Source: an optimization exercise on an open RTL-to-GDS flow (aim: a short achievable clock period and few clock cycles). Production flows keep margins and buffers that such runs may drop.
The RTL was checked by simulation tests, not by an equivalence proof against the original design.
Power is estimated from default activity; no workload was simulated.

## config.mk

```make
export PLATFORM = sky130hd
export DESIGN_NAME = MIPS
export DESIGN_NICKNAME = MIPS
export VERILOG_FILES = /design/flow/design.v
export SDC_FILE = /design/flow/constraint.sdc
export NUM_CORES = 4
export LEC_CHECK = 0
export CAP_MARGIN = 20
export CORE_MARGIN = 2
export CORE_UTILIZATION = 40
export SLEW_MARGIN = 20
```

## constraint.sdc

```tcl
create_clock -name core_clock -period 10.0 [get_ports {clk_m}]
set_input_delay 2.0000 -clock core_clock [delete_from_list [all_inputs] [get_ports {clk_m}]]
set_output_delay 2.0000 -clock core_clock [all_outputs]
set_load 0.01 [all_outputs]
```

## design.v

```verilog
module mux2to1 #(
		parameter DW = 32
)
(
		input select,
		input [DW-1:0] input_a, input_b,
		output [DW-1:0] out
);
assign out = (select) ? input_b : input_a;
endmodule
module mux4to1 #(
		parameter N = 32
)
(
		input[N-1:0] I0,I1,I2,I3,
		input[1:0] s,
		output reg[N-1:0] out
);
always @(*) begin
		case(s)
			2'b00: out = I0;
			2'b01: out = I1;
			2'b10: out = I2;
			2'b11: out = I3;
		endcase
	end	
endmodule 
module Sign_extend(
	input[15:0] in,
	input [1:0] mode,	 
	output reg [31:0] out
);
always @(*) begin
	case (mode)
		2'b00: out = { {16{in[15]}}, in};
		2'b01: out = { 16'h0000, in};
		default: out = { in, 16'h0000};
	endcase
end
endmodule
module ALU #(
	parameter WIDTH = 32
)
(
	output reg [WIDTH -1: 0] y,
	output zero, 
	input [WIDTH -1: 0] a, b,
	input [2:0] select,
	input c_in
);
reg cero;
always @(*) begin
		case ({select, c_in})
			4'b000_0: y = a + b;
			4'b001_0: y = a & b;
			4'b010_0: y = a | b;
			4'b011_0: y = a - b;
			4'b100_0: y = $signed(a) < $signed(b) ? 1 : 0;    
			4'b101_0: y = a << 1;
			4'b110_0: y = a >> 1;
			4'b111_0: y = b;
			default:		y = 32'h0;
		endcase
		cero = (y == 32'h0) ? 1 : 0; 
	end	
		assign zero = cero;
endmodule	
module Register #(
	parameter N=32
)
(	
	input [N-1:0] D,
	input clk, rst, en,  
	output reg [N-1:0] Q	
);
always@(negedge rst or posedge clk) begin	
	if(rst==0)
		Q <= 1'b0;
	else if (en==1)
		Q <= D;
	end
endmodule 
module PC #(
      parameter N = 32
)
(
		input enable , clk, reset,
		input [N-1:0] PCin,
		output reg [N-1:0] PCout
);
always @(posedge clk or negedge reset) begin
		if(!reset)begin	
			PCout <= 32'h400000;
		end
		else if(enable) begin
			PCout <= PCin; 
		end
end 
endmodule 
module Pri_deco(
input [4:0] Wregister,
output reg [31:0] out
);
always @(*) begin
	case(Wregister)
		0: out = 32'b0000_0000_0000_0000_0000_0000_0000_0000;
		1: out = 32'b0000_0000_0000_0000_0000_0000_0000_0010;
		2: out = 32'b0000_0000_0000_0000_0000_0000_0000_0100;
		3: out = 32'b0000_0000_0000_0000_0000_0000_0000_1000;
		4: out = 32'b0000_0000_0000_0000_0000_0000_0001_0000;
		5: out = 32'b0000_0000_0000_0000_0000_0000_0010_0000;
		6: out = 32'b0000_0000_0000_0000_0000_0000_0100_0000; 
		7: out = 32'b0000_0000_0000_0000_0000_0000_1000_0000;
		8: out = 32'b0000_0000_0000_0000_0000_0001_0000_0000;
		9: out = 32'b0000_0000_0000_0000_0000_0010_0000_0000;
		10: out = 32'b0000_0000_0000_0000_0000_0100_0000_0000;
		11: out = 32'b0000_0000_0000_0000_0000_1000_0000_0000;
		12: out = 32'b0000_0000_0000_0000_0001_0000_0000_0000;
		13: out = 32'b0000_0000_0000_0000_0010_0000_0000_0000;
		14: out = 32'b0000_0000_0000_0000_0100_0000_0000_0000;
		15: out = 32'b0000_0000_0000_0000_1000_0000_0000_0000;
		16: out = 32'b0000_0000_0000_0001_0000_0000_0000_0000;
		17: out = 32'b0000_0000_0000_0010_0000_0000_0000_0000;
		18: out = 32'b0000_0000_0000_0100_0000_0000_0000_0000;
		19: out = 32'b0000_0000_0000_1000_0000_0000_0000_0000;
		20: out = 32'b0000_0000_0001_0000_0000_0000_0000_0000;
		21: out = 32'b0000_0000_0010_0000_0000_0000_0000_0000;
		22: out = 32'b0000_0000_0100_0000_0000_0000_0000_0000;
		23: out = 32'b0000_0000_1000_0000_0000_0000_0000_0000;
		24: out = 32'b0000_0001_0000_0000_0000_0000_0000_0000;
		25: out = 32'b0000_0010_0000_0000_0000_0000_0000_0000;
		26: out = 32'b0000_0100_0000_0000_0000_0000_0000_0000;
		27: out = 32'b0000_1000_0000_0000_0000_0000_0000_0000;
		28: out = 32'b0001_0000_0000_0000_0000_0000_0000_0000;
		29: out = 32'b0010_0000_0000_0000_0000_0000_0000_0000;
		30: out = 32'b0100_0000_0000_0000_0000_0000_0000_0000;
		31: out = 32'b1000_0000_0000_0000_0000_0000_0000_0000;
	endcase
end
endmodule 
module Mux32to1 #(
	parameter WIDTH=32
)
(
	input [4:0] Sel,
	input [WIDTH-1:0] I0,I1,I2,I3,I4,I5,I6,I7,I8,I9,I10,I11,I12,I13,I14,I15,I16,I17,I18,I19,I20,
							I21,I22,I23,I24,I25,I26,I27,I28,I29,I30,I31,
   output reg [WIDTH-1:0] Data_out
); 
always@(*) begin
      case(Sel)
         0: Data_out = I0;
         1: Data_out = I1;
         2: Data_out = I2;
			3: Data_out = I3;
         4: Data_out = I4;
         5: Data_out = I5;
			6: Data_out = I6;
         7: Data_out = I7;
         8: Data_out = I8;
			9: Data_out = I9;
         10: Data_out = I10;
			11: Data_out = I11;
         12: Data_out = I12;
			13: Data_out = I13;
         14: Data_out = I14;
         15: Data_out = I15;
			16: Data_out = I16;
         17: Data_out = I17;
         18: Data_out = I18;
			19: Data_out = I19;
         20: Data_out = I20;
			21: Data_out = I21;
         22: Data_out = I22;
			23: Data_out = I23;
         24: Data_out = I24;
         25: Data_out = I25;
			26: Data_out = I26;
         27: Data_out = I27;
         28: Data_out = I28;
			29: Data_out = I29;
         30: Data_out = I30;
			31: Data_out = I31;
			endcase
		end
endmodule
module Register_File
#(
	parameter N = 32
)
(
	input clk, reset, Reg_write_in,
	input [4:0] Write_Register_1, Read_Register_1, Read_Register_2,
	input [N-1:0] Write_Data,
	output wire [N-1:0] Read_Data_1, Read_Data_2
);
wire [32 * N - 1: 0] q;
wire [32:0] t;  
Pri_deco decoprioridad(.Wregister(Write_Register_1), .out(t));
Register zero (.D(Write_Data), .clk(clk), .rst(reset), .en(Reg_write_in & t[0]), .Q(q[N-1:0]));
Register at (.D(Write_Data), .clk(clk), .rst(reset), .en(Reg_write_in & t[1]), .Q(q[2*N-1:1*N]));
Register v0 (.D(Write_Data), .clk(clk), .rst(reset), .en(Reg_write_in & t[2]), .Q(q[3*N-1:2*N]));
Register v1 (.D(Write_Data), .clk(clk), .rst(reset), .en(Reg_write_in & t[3]), .Q(q[4*N-1:3*N]));
Register a0 (.D(Write_Data), .clk(clk), .rst(reset), .en(Reg_write_in & t[4]), .Q(q[5*N-1:4*N]));
Register a1 (.D(Write_Data), .clk(clk), .rst(reset), .en(Reg_write_in & t[5]), .Q(q[6*N-1:5*N]));
Register a2 (.D(Write_Data), .clk(clk), .rst(reset), .en(Reg_write_in & t[6]), .Q(q[7*N-1:6*N]));
Register a3 (.D(Write_Data), .clk(clk), .rst(reset), .en(Reg_write_in & t[7]), .Q(q[8*N-1:7*N]));
Register t0 (.D(Write_Data), .clk(clk), .rst(reset), .en(Reg_write_in & t[8]), .Q(q[9*N-1:8*N]));
Register t1 (.D(Write_Data), .clk(clk), .rst(reset), .en(Reg_write_in & t[9]), .Q(q[10*N-1:9*N]));
Register t2 (.D(Write_Data), .clk(clk), .rst(reset), .en(Reg_write_in & t[10]), .Q(q[11*N-1:10*N]));
Register t3 (.D(Write_Data), .clk(clk), .rst(reset), .en(Reg_write_in & t[11]), .Q(q[12*N-1:11*N]));
Register t4 (.D(Write_Data), .clk(clk), .rst(reset), .en(Reg_write_in & t[12]), .Q(q[13*N-1:12*N]));
Register t5 (.D(Write_Data), .clk(clk), .rst(reset), .en(Reg_write_in & t[13]), .Q(q[14*N-1:13*N]));
Register t6 (.D(Write_Data), .clk(clk), .rst(reset), .en(Reg_write_in & t[14]), .Q(q[15*N-1:14*N]));
Register t7 (.D(Write_Data), .clk(clk), .rst(reset), .en(Reg_write_in & t[15]), .Q(q[16*N-1:15*N]));
Register s0 (.D(Write_Data), .clk(clk), .rst(reset), .en(Reg_write_in & t[16]), .Q(q[17*N-1:16*N]));
Register s1 (.D(Write_Data), .clk(clk), .rst(reset), .en(Reg_write_in & t[17]), .Q(q[18*N-1:17*N]));
Register s2 (.D(Write_Data), .clk(clk), .rst(reset), .en(Reg_write_in & t[18]), .Q(q[19*N-1:18*N]));
Register s3 (.D(Write_Data), .clk(clk), .rst(reset), .en(Reg_write_in & t[19]), .Q(q[20*N-1:19*N]));
Register s4 (.D(Write_Data), .clk(clk), .rst(reset), .en(Reg_write_in & t[20]), .Q(q[21*N-1:20*N]));
Register s5 (.D(Write_Data), .clk(clk), .rst(reset), .en(Reg_write_in & t[21]), .Q(q[22*N-1:21*N]));
Register s6 (.D(Write_Data), .clk(clk), .rst(reset), .en(Reg_write_in & t[22]), .Q(q[23*N-1:22*N]));
Register s7 (.D(Write_Data), .clk(clk), .rst(reset), .en(Reg_write_in & t[23]), .Q(q[24*N-1:23*N]));
Register t8 (.D(Write_Data), .clk(clk), .rst(reset), .en(Reg_write_in & t[24]), .Q(q[25*N-1:24*N]));
Register t9 (.D(Write_Data), .clk(clk), .rst(reset), .en(Reg_write_in & t[25]), .Q(q[26*N-1:25*N]));
Register k0 (.D(Write_Data), .clk(clk), .rst(reset), .en(Reg_write_in & t[26]), .Q(q[27*N-1:26*N]));
Register k1 (.D(Write_Data), .clk(clk), .rst(reset), .en(Reg_write_in & t[27]), .Q(q[28*N-1:27*N]));
Register gp (.D(Write_Data), .clk(clk), .rst(reset), .en(Reg_write_in & t[28]), .Q(q[29*N-1:28*N]));
Register sp (.D(Write_Data), .clk(clk), .rst(reset), .en(Reg_write_in & t[29]), .Q(q[30*N-1:29*N]));
Register fp (.D(Write_Data), .clk(clk), .rst(reset), .en(Reg_write_in & t[30]), .Q(q[31*N-1:30*N]));
Register ra (.D(Write_Data), .clk(clk), .rst(reset), .en(Reg_write_in & t[31]), .Q(q[32*N-1:31*N]));
Mux32to1 MUX1 (.I0(q[N-1:0]),
					.I1(q[2*N-1:1*N]),
					.I2(q[3*N-1:2*N]),
					.I3(q[4*N-1:3*N]),
					.I4(q[5*N-1:4*N]),
					.I5(q[6*N-1:5*N]),
					.I6(q[7*N-1:6*N]),
					.I7(q[8*N-1:7*N]),
					.I8(q[9*N-1:8*N]),
					.I9(q[10*N-1:9*N]),
					.I10(q[11*N-1:10*N]),
					.I11(q[12*N-1:11*N]),
					.I12(q[13*N-1:12*N]),
					.I13(q[14*N-1:13*N]),
					.I14(q[15*N-1:14*N]),
					.I15(q[16*N-1:15*N]),
					.I16(q[17*N-1:16*N]),
					.I17(q[18*N-1:17*N]),
					.I18(q[19*N-1:18*N]),
					.I19(q[20*N-1:19*N]),
					.I20(q[21*N-1:20*N]),
					.I21(q[22*N-1:21*N]),
					.I22(q[23*N-1:22*N]),
					.I23(q[24*N-1:23*N]),
					.I24(q[25*N-1:24*N]),
					.I25(q[26*N-1:25*N]),
					.I26(q[27*N-1:26*N]),
					.I27(q[28*N-1:27*N]),
					.I28(q[29*N-1:28*N]),
					.I29(q[30*N-1:29*N]),
					.I30(q[31*N-1:30*N]),
					.I31(q[32*N-1:31*N]),
					.Sel(Read_Register_1), 
					.Data_out(Read_Data_1));
Mux32to1 MUX2 (.I0(q[N-1:0]),
					.I1(q[2*N-1:1*N]),
					.I2(q[3*N-1:2*N]),
					.I3(q[4*N-1:3*N]),
					.I4(q[5*N-1:4*N]),
					.I5(q[6*N-1:5*N]),
					.I6(q[7*N-1:6*N]),
					.I7(q[8*N-1:7*N]),
					.I8(q[9*N-1:8*N]),
					.I9(q[10*N-1:9*N]),
					.I10(q[11*N-1:10*N]),
					.I11(q[12*N-1:11*N]),
					.I12(q[13*N-1:12*N]),
					.I13(q[14*N-1:13*N]),
					.I14(q[15*N-1:14*N]),
					.I15(q[16*N-1:15*N]),
					.I16(q[17*N-1:16*N]),
					.I17(q[18*N-1:17*N]),
					.I18(q[19*N-1:18*N]),
					.I19(q[20*N-1:19*N]),
					.I20(q[21*N-1:20*N]),
					.I21(q[22*N-1:21*N]),
					.I22(q[23*N-1:22*N]),
					.I23(q[24*N-1:23*N]),
					.I24(q[25*N-1:24*N]),
					.I25(q[26*N-1:25*N]),
					.I26(q[27*N-1:26*N]),
					.I27(q[28*N-1:27*N]),
					.I28(q[29*N-1:28*N]),
					.I29(q[30*N-1:29*N]),
					.I30(q[31*N-1:30*N]),
					.I31(q[32*N-1:31*N]),
					.Sel(Read_Register_2), 
					.Data_out(Read_Data_2));					
endmodule 
module Reg_wrap#(
	parameter N = 32
)
(
	input clk, reset, Reg_write_in,
	input [4:0] Write_Register_1, Read_Register_1, Read_Register_2,
	input [N-1:0] Write_Data,
	output [N-1:0] Read_Data_1, Read_Data_2	
);
Register_File register(
		.clk(clk), 
		.reset(reset), 
		.Reg_write_in(Reg_write_in),
		.Write_Register_1(Write_Register_1), 
		.Read_Register_1(Read_Register_1), 
		.Read_Register_2(Read_Register_2),
		.Write_Data(Write_Data),
		.Read_Data_1(Read_Data_1), 
		.Read_Data_2(Read_Data_2)
);
endmodule 
module data_path #(
	parameter WIDTH = 32
)
(
input clk_dp, rst, IorD, IRWrite, 
input RegWrite, ALUSrcA, MemtoReg, RegDst, PCene,
input [1:0] PCSrc,
input [1:0] ALUSrcB, 
input [1:0] ExtOp,
input [2:0] ALUSControl,
input  [WIDTH-1:0] Mem_Rdata,
output [WIDTH-1:0] Mem_Addr,
output [WIDTH-1:0] Mem_Wdata,
output [5:0] op, funct,
output Zero
);
wire[WIDTH-1:0] Sysmemout, rd1, rd2, adr, SrcA, ALUres; 
wire[WIDTH-1:0] SrcB, ALUout, outPCin, PCout, InstrOut, DataOut;
wire[WIDTH-1:0] wd3, regOUT, outreg1, outreg2, outmux;
wire[WIDTH-1:0] sigextOut, recOut, PCplus4, JumpAddr;
wire[4:0] A1, A2, A3_out;
wire zero_o, zero_i;
assign Zero = zero_i;
assign Mem_Addr = adr;
assign Mem_Wdata = outreg2;
assign Sysmemout = Mem_Rdata;
assign JumpAddr = {PCout[31:28], InstrOut[25:0], 2'b00};
assign op = InstrOut[31:26];
assign funct = InstrOut[5:0];
mux2to1 Adr( 
		.select(IorD),
		.input_a(PCout),
		.input_b(regOUT), 
		.out(adr)  
);
mux2to1 WD3( 
		.select(MemtoReg),
		.input_a(regOUT), 
		.input_b(DataOut),
		.out(wd3)  
);
mux2to1 AnALU( 
		.select(ALUSrcA),
		.input_a(PCout),
		.input_b(outreg1),
		.out(outmux)  
);
mux4to1 deALU( 
		.s(PCSrc),
		.I0(ALUres),  
		.I1(regOUT),
		.I2(JumpAddr),
		.I3(JumpAddr),
		.out(outPCin)  
);
mux2to1 #( .DW(5)) rtorrd
(		
		.select(RegDst),
		.input_a(InstrOut[20:16]),  
		.input_b(InstrOut[15:11]),
		.out(A3_out)  
);
mux4to1 mux4t01(
		.I0(outreg2),
		.I1(32'h4),
		.I2(sigextOut),
		.I3({sigextOut[29:0], 2'b00}),
		.s(ALUSrcB),
		.out(SrcB)
);
Register Instr (	
	.D(Sysmemout),
	.clk(clk_dp), 
	.rst(rst), 
	.en(IRWrite),  
	.Q(InstrOut)	
);
Register Data(	
	.D(Sysmemout),
	.clk(clk_dp), 
	.rst(rst), 
	.en(1'b1),  
	.Q(DataOut)	
);
Register Aluout(	
	.D(ALUres),
	.clk(clk_dp), 
	.rst(rst), 
	.en(1'b1),  
	.Q(regOUT)	
);
Register RD1(	
	.D(rd1),
	.clk(clk_dp), 
	.rst(rst), 
	.en(1'b1),  
	.Q(outreg1)	
);
Register RD2(	
	.D(rd2),
	.clk(clk_dp), 
	.rst(rst), 
	.en(1'b1),  
	.Q(outreg2)	 
);
PC PC(	
	.PCin(outPCin),
	.clk(clk_dp), 
	.reset(rst), 
	.enable(PCene),  
	.PCout(PCout)	
);
Reg_wrap RegiterFile(
	.clk(clk_dp), 
	.reset(rst),
	.Reg_write_in(RegWrite),
	.Write_Register_1(A3_out), 
	.Read_Register_1(InstrOut[25:21]), 
	.Read_Register_2(InstrOut[20:16]),
	.Write_Data(wd3), 
	.Read_Data_1(rd1),  
	.Read_Data_2(rd2)	  
);
ALU ALUv  
(  .y(ALUres), 
	.a(outmux), 
	.b(SrcB),
   .c_in(1'b0),
	.zero(zero_i),
	.select(ALUSControl)
);
Sign_extend sigext(
	.in(InstrOut[15:0]),
	.mode(ExtOp),
	.out(sigextOut)
);
endmodule 
module Data_Path_wrapper #(
	parameter DataWidth = 32
)
(
	input clk,
	input reset,
	input  [31:0] Mem_Rdata,
	output [31:0] Mem_Addr,
	output [31:0] Mem_Wdata,
	input  PCWrite,
	input  [1:0]PCSrc,
	input  RegWrite,
	input  IorD,
	input  IRWrite,
	input  RegDst,
	input  MemtoReg, 
	input  ALUSrcA,
	input  [1:0] ALUSrcB,
	input  [1:0] ExtOp,
	input  [2:0] ALUControl,
	output [5:0] Op,
	output [5:0] Funct,
	output		 Zero
);
data_path DP(
.clk_dp(clk),
.rst(reset),
.IorD(IorD),
.IRWrite(IRWrite), 
.RegWrite(RegWrite), 
.PCSrc(PCSrc), 
.ALUSrcA(ALUSrcA), 
.MemtoReg(MemtoReg), 
.RegDst(RegDst), 
.PCene(PCWrite),
.ALUSrcB(ALUSrcB), 
.ExtOp(ExtOp),
.ALUSControl(ALUControl),
.Mem_Rdata(Mem_Rdata),
.Mem_Addr(Mem_Addr),
.Mem_Wdata(Mem_Wdata),
.op(Op),
.funct(Funct),
.Zero(Zero)
);
endmodule  
module Control_Unit
(
	input clk,reset,Zero,
	input [5:0] Op, Funct, 
	output PCWrite,
	output reg I_or_D, Mem_Write, IR_Write,
	output reg Reg_Write, Mem_to_Reg, Reg_Dst, ALUSrcA,
	output reg [1:0] PC_Src,
	output reg [1:0]ALUSrcB,
	output reg [1:0] Ext_Op,
	output reg [2:0] ALU_Control 
);
	parameter
				FETCH = 4'b0000,
				DECODE = 4'b0001,
				EXECUTION_I = 4'b0010,
				EXECUTION_R = 4'b0011,
				EXECUTION_B = 4'b0100,
				EXECUTION_J = 4'b0101,
				EXECUTION_Iori = 4'b0110, 
				WRITEBACK_I = 4'b0111,
				WRITEBACK_R = 4'b1000,
				MEMADR = 4'b1001,
				MEMREAD = 4'b1010,
				MEMWB = 4'b1011,
				MEMWRITE = 4'b1100;
	reg [3:0] state, next_state;
	reg PC_Write, Branch;
	assign PCWrite = PC_Write | (Branch & (Zero ^ Op[0])); 
  always @ (posedge clk or negedge reset) begin
    if (!reset)
      	state <= FETCH;
    else 
         state <= next_state;
  end
always @(*) begin
	PC_Write = 0;
	Branch = 0;
	I_or_D = 0;
	Mem_Write = 0;
	IR_Write = 0;
	Reg_Write = 0;
	ALUSrcA = 0;
	ALUSrcB = 2'b00;
	ALU_Control = 3'b000;
	PC_Src = 2'b00;
	Reg_Dst = 1'b0;
	Mem_to_Reg = 1'b0;
	Ext_Op = 2'b00;
	next_state = FETCH;
	case (state) 
	FETCH:begin
				PC_Write= 1;
				IR_Write = 1;
				ALUSrcA = 0;
				ALUSrcB = 2'b01;
				ALU_Control  = 3'b000;
				PC_Src = 2'b00;
		next_state = DECODE;
			end
	DECODE:begin
				ALUSrcA = 1'b0;
				ALUSrcB = 2'b11;
				ALU_Control  = 3'b000;
				if(Op == 6'b000000)
					next_state = EXECUTION_R;		
				else if (Op == 6'b000100 || Op == 6'b000101)
					next_state = EXECUTION_B;		
				else if (Op == 6'b000010)
					next_state = EXECUTION_J;		
				else if (Op == 6'b001100 || Op == 6'b001101 || Op == 6'b001111)
					next_state = EXECUTION_Iori; 
				else if (Op == 6'b100011 || Op == 6'b101011)
					next_state = MEMADR;
				else
					next_state = EXECUTION_I;		
          end
	EXECUTION_I:begin
				ALUSrcA = 1;				
				ALUSrcB = 2'b10;		
				Ext_Op = 2'b00;
				if (Op == 6'b001010)
					ALU_Control= 3'b100;	 
				else
					ALU_Control= 3'b000;	 
			next_state = WRITEBACK_I;
		  end
		EXECUTION_R:  begin
			ALUSrcA = 1;
			ALUSrcB = 2'b00;
			case (Funct)
				6'b100010, 6'b100011: ALU_Control = 3'b011;	 
				6'b100100: ALU_Control = 3'b001;				 
				6'b100101: ALU_Control = 3'b010;				 
				6'b101010: ALU_Control = 3'b100;				 
				default:   ALU_Control = 3'b000;				 
			endcase
		next_state = WRITEBACK_R;
		end
		EXECUTION_B:  begin
			ALUSrcA = 1;
			ALUSrcB = 2'b00;
			ALU_Control= 3'b011;  
			PC_Src = 2'b01;				
			Branch = 1;
		next_state = FETCH;
		end
		EXECUTION_J:begin
			PC_Src = 2'b10;	
			PC_Write = 1;
		next_state = FETCH;
		end
		EXECUTION_Iori:begin
				ALUSrcA = 1;
				ALUSrcB = 2'b10;
				if (Op == 6'b001111) begin
					Ext_Op = 2'b10;
					ALU_Control= 3'b111;	 
				end else begin
					Ext_Op = 2'b01;
					ALU_Control= (Op == 6'b001100) ? 3'b001 : 3'b010;	 
				end
			next_state = WRITEBACK_I;
		  end
	MEMADR:begin
				ALUSrcA = 1;
				ALUSrcB = 2'b10;
				Ext_Op = 2'b00;
				ALU_Control = 3'b000;
			if (Op == 6'b100011)
				next_state = MEMREAD;
			else
				next_state = MEMWRITE;
			end
	MEMREAD:begin
				I_or_D = 1'b1;
			next_state = MEMWB;
			end
	MEMWB:begin
				Reg_Dst = 1'b0;
				Mem_to_Reg = 1'b1;
				Reg_Write = 1;
			next_state = FETCH;
			end
	MEMWRITE:begin
				I_or_D = 1'b1;
				Mem_Write = 1;
			next_state = FETCH;
			end
	WRITEBACK_I:begin
	         Reg_Dst = 0; 
            Mem_to_Reg = 0;
            Reg_Write = 1;
			next_state = FETCH;
			end
	WRITEBACK_R: begin
				Reg_Dst = 1;			 
            Mem_to_Reg = 0;
            Reg_Write = 1;
			next_state = FETCH;
			end
	default: next_state = FETCH;
		endcase 
	end
endmodule 
module MIPS
(
input clk_m,
input reset_m,
input  [31:0] mem_rdata,
output [31:0] mem_addr,
output [31:0] mem_wdata,
output        mem_we
);
wire [5:0] OP;
wire [5:0] FUNCT;
wire PCWRITE;
wire IORD;
wire MEMWRITE;
wire IRWRITE;
wire REGDST;
wire MEMREG;
wire REGWRITE;
wire ALUSRCA;
wire [1:0]ALUSRCB;
wire [2:0]ALUCONTROL;
wire [1:0] PCSRC;
wire [1:0] EXTOP;
wire 			ZERO;
Control_Unit cu(
	.clk(clk_m),
	.reset(reset_m),
	.Zero(ZERO),
	.Op(OP), 
	.Funct(FUNCT), 
	.PCWrite(PCWRITE),
	.I_or_D(IORD), 
	.Mem_Write(MEMWRITE), 
	.IR_Write(IRWRITE),
	.PC_Src(PCSRC), 
	.Reg_Write(REGWRITE), 
	.Mem_to_Reg(MEMREG), 
	.Reg_Dst(REGDST), 
	.ALUSrcA(ALUSRCA),
	.ALUSrcB(ALUSRCB),
	.Ext_Op(EXTOP),
	.ALU_Control(ALUCONTROL) 
);
Data_Path_wrapper dpw(
	.clk(clk_m),
	.reset(reset_m),
	.Mem_Rdata(mem_rdata),
	.Mem_Addr(mem_addr),
	.Mem_Wdata(mem_wdata),
	.PCWrite(PCWRITE),
	.PCSrc(PCSRC),
	.RegWrite(REGWRITE),
	.IorD(IORD),
	.IRWrite(IRWRITE),
	.RegDst(REGDST),
	.MemtoReg(MEMREG),
	.ALUSrcA(ALUSRCA),
	.ALUSrcB(ALUSRCB),
	.ExtOp(EXTOP),
	.ALUControl(ALUCONTROL),
	.Op(OP),
	.Funct(FUNCT),
	.Zero(ZERO)
);
assign mem_we = MEMWRITE;
endmodule
```

## run.sh

```bash
#!/bin/bash
# synth_recipe.tcl (not shown) runs the flow's synth.tcl, then flattens the netlist and writes it again
# the make line also repeats each setting of config.mk as NAME=value (left out here)
make -C /OpenROAD-flow-scripts/flow DESIGN_CONFIG=/design/flow/config.mk WORK_HOME=/design/flow/orfs CLKGATE_MAP_FILE= SYNTH_SCRIPT=/design/flow/synth_recipe.tcl finish
```

==> run summary <==
[Yosys cell counts (all sizes together), types with 86 or more instances]
library cell	number
a21oi	611
nand2	606
a222oi	89
a22oi	620
nor2	678
dfrtp	1187
a22o	156
inv	128
nand3	177
ha	96
o21ai	560
mux2	86
nand4	104
clkbuf	537
a221oi	163
[worst max path at each step]
stage / endpoint / cells past startpoint
5_1_grt: dpw.DP.PC.PCout[10] / 24
3_5_place_dp: dpw.DP.PC.PCout[22] / 24
2_1_floorplan: dpw.DP.PC.PCout[25] / 26
4_1_cts: dpw.DP.PC.PCout[22] / 24
3_3_place_gp: dpw.DP.PC.PCout[20] / 24
6_report: dpw.DP.PC.PCout[6] / 24
[worst max-delay path, stage by stage (launching register included)]
cell      delay (ps)
dfrtp_1          700
nor2b_1          410
inv_1            140
nor2_1           230
nor2_1            80
buf_4            190
nor2_1           530
nand2_1          110
nand3_1          100
o21a_1           270
inv_1            110
ha_1             250
o311ai_0         740
a21oi_1          250
a311oi_1         610
a21oi_1          370
a221oi_1         940
nor4_1           140
nor3b_1          250
o32ai_1          170
or4b_2           710
a311oi_1         330
nand3_2          570
buf_4            430
mux2i_1          130
[per-layer routing]
layer | share of wire, % | global-route usage [%] | vias up
li1 | - | - | 23000
met1 | 35 | 49.1 | 27800
met2 | 40 | 55.0 | 4993
met3 | 16 | 17.2 | 1586
met4 | 8.3 | 25.3 | 16
met5 | 0.10 | 1.24 | -
[logic make-up (layout without fill, tap and decap cells)]
| group | Yosys count | count (layout) | share of synthesized area, % |
|---|---|---|---|
| compound gates | 2398 | 2398 | 26.9 |
| simple gates | 1783 | 1783 | 13.3 |
| flops | 1188 | 1188 | 50.3 |
| buf+inv | 709 | 631 | 4.69 |
| mux | 145 | 145 | 2.68 |
| fa+ha+maj | 98 | 98 | 2.10 |
| xor+xnor | 3 | 3 | 0.0445 |
| other cells | 0 | 10 | 0 |
[report_power, final]
part / leakage, nW / total, mW / internal [mW] / switching [mW]
clock: 2.25 / 5.19 / 3.02 / 2.16
combinational: 10.8 / 10.6 / 3.21 / 7.34
sequential: 15.9 / 7.79 / 6.24 / 1.55
total: 29.0 / 23.5 / 12.5 / 11.1
[stage by stage]
| stage | instance area, µm² | total power, mW | hold slack [ps] | utilization (%) | instances |
|---|---|---|---|---|---|
| after floorplan | 59100 | 13.3 | 458 | - | 6324 |
| after global placement | 62400 | 17.7 | 485 | 42.4 | 7934 |
| after detailed placement | 62400 | 17.8 | 494 | 42.4 | 7934 |
| after CTS | 66900 | 23.0 | 507 | 45.5 | 8173 |
| after global routing | 67000 | 24.4 | 523 | 45.5 | 8177 |
| final | 67000 | 23.5 | 511 | 45.5 | 8186 |
[final cells by class]
class	count	area (µm²)	share of cell area [%]
inverters	128	480	0.717
clock buffers	182	3890	5.80
flip-flops and latches	1188	29700	44.4
well taps	1930	2410	3.60
clock inverters	57	662	0.988
repair buffers	264	2310	3.45
multi-input cells	4427	27500	41.0
diodes	10	25.0	0.0373
==> flow_summary.json <==
{
  "ios": 99,
  "leakage_nw": 29.0,
  "grt_pass1_wl_um": 422000,
  "initial_core_util_pct": 40.1,
  "r2r_end": "dpw.DP.PC.PCout[6]",
  "yosys.area.top_type_share_pct": 50.3,
  "syn_to_final_growth_pct": 13.4,
  "critical_path.max_fanout": 18,
  "grt_pass1_vias": 54400,
  "irDropWorstVdd_v": 0.000146,
  "post_cts.repair.setup_buffers": 0,
  "yosysTopAreaCell": "dfrtp_1",
  "setup_viol": 0,
  "period_minus_slack_ps": 8950,
  "num_vias": 57400,
  "drc": 0,
  "cts_buffer_depth": 3,
  "r2r_cells": 24,
  "synth.area.top_cells": "dfrtp_1 (50%), a22oi_1 (7.9%), a21oi_1 (5.2%)",
  "timing.fmax_ghz": 0.112,
  "startpoint": "cu.state[3]",
  "tightestPinTransition_ps": 1270,
  "fillerInstances": 14000,
  "numPortBuffers": 98,
  "worstSkewPairLatency_ps": 810,
  "syn_area_per_cell_um2": 9.34,
  "min_path_type": "flip-flop to flip-flop",
  "final_cell_mix": "dfrtp_1 (1187), a22oi_1 (620), a21oi_1 (611), nor2_1 (600), nand2_1 (591)",
  "vias_per_cell": 7.02,
  "reg2reg_from": "cu.state[3]",
  "crit_arrival_ps": 9600,
  "worstSetupPathType": "flip-flop to flip-flop",
  "place_ws_ps": 1260,
  "yosys_warnings": 9,
  "cts_num_sinks": 1188,
  "num_rows": 141,
  "slew_headroom_pct": 15.0,
  "finalNetCount": 6273,
  "wl_um": 302000,
  "slew_violations": 0,
  "finalHoldViolCount": 0,
  "dr.pass1.iters": 10,
  "powerDensity_mw_per_mm2": 351,
  "setup-tns-final_ps": 0,
  "synth_flop_cell": "dfrtp_1",
  "die_area_mm2": 0.151,
  "grt-ovfl-total": 0,
  "final_common_cell": "dfrtp_1",
  "ant_nets": 0,
  "wl_per_cell_um": 36.9,
  "grt_max_degree": 180,
  "holdPathEnd": "dpw.DP.RegiterFile.register.at.Q[0]",
  "syn_inst": 6324,
  "cts_buffers": 132,
  "async_flop_share_pct": 100,
  "end_kind": "flip-flop",
  "cp-start-kind": "flip-flop",
  "min_period_over_period_pct": 89.5,
  "status": "timing/DRC/antenna clean",
  "dp_hpwl_um": 171000,
  "required_ps": 10650,
  "grtUsageTotal_pct": 39.3,
  "coreArea_mm2": 0.147,
  "antenna_found_initial": 15,
  "rsz0062_at_grt": "no",
  "syn_area_mm2": 0.0591,
  "ys_seq_area_share_pct": 50.3,
  "die_h_um": 388,
  "min_from": "dpw.DP.RegiterFile.register.at.Q[0]",
  "drive_gt1_share_pct": 10.4,
  "ff2ff_setup_slack_ps": 1050,
  "gp_congestion": 0.959,
  "cts-resized-gates": 0,
  "postLayoutSetupSlackWorst_ps": 1050,
  "clkTransAtPathRegs_ps": 60,
  "h-tree-depth": 4,
  "fin_skew_ps": 35.4,
  "cap_violations": 0,
  "whs_path_depth": 2,
  "synth-seq-cells": 1188,
  "cts_tree": "done",
  "first_iter_violations": 10200,
  "synth_cell_types": 92,
  "die_w_um": 388,
  "ctsHoldBuffers": 0,
  "synth-edff-count": 0,
  "syn_nets": 6456,
  "cts_root_buf": "clkbuf_16"
}
Testbench counts, summed over its fixed seeds: cycles 64,030.

==> re-timing with driven ports <==
The results above use ideal ports. As a check the final layout listed here was re-extracted and re-timed, cells and wires unchanged. Step 1: set_driving_cell puts a clkbuf_16 on clk_m and a buf_2 on each other input, an assumption about the parent block. Step 2 moves the port delays by t, midway between the first and last clock arrival at a register: inputs arrive t later, outputs are due t later. That takes back most of the time a late clock gives input paths. Three values: ideal ports, drivers, drivers and shift; two values: the first two.
t, ns: 0.869
setup slack, ns: 1.053 / 1.053 / 1.053
hold slack, ns: 0.511 / 0.511 / 0.511
latest minus earliest clock arrival (ns): 0.037 / 0.037
slew at the worst register clock pin (ns): 0.07 / 0.07
After both steps setup and hold are still met in this run. For this run, drivers alone change the setup slack by 0.000 ns; drivers and shift together by 0.000 ns.
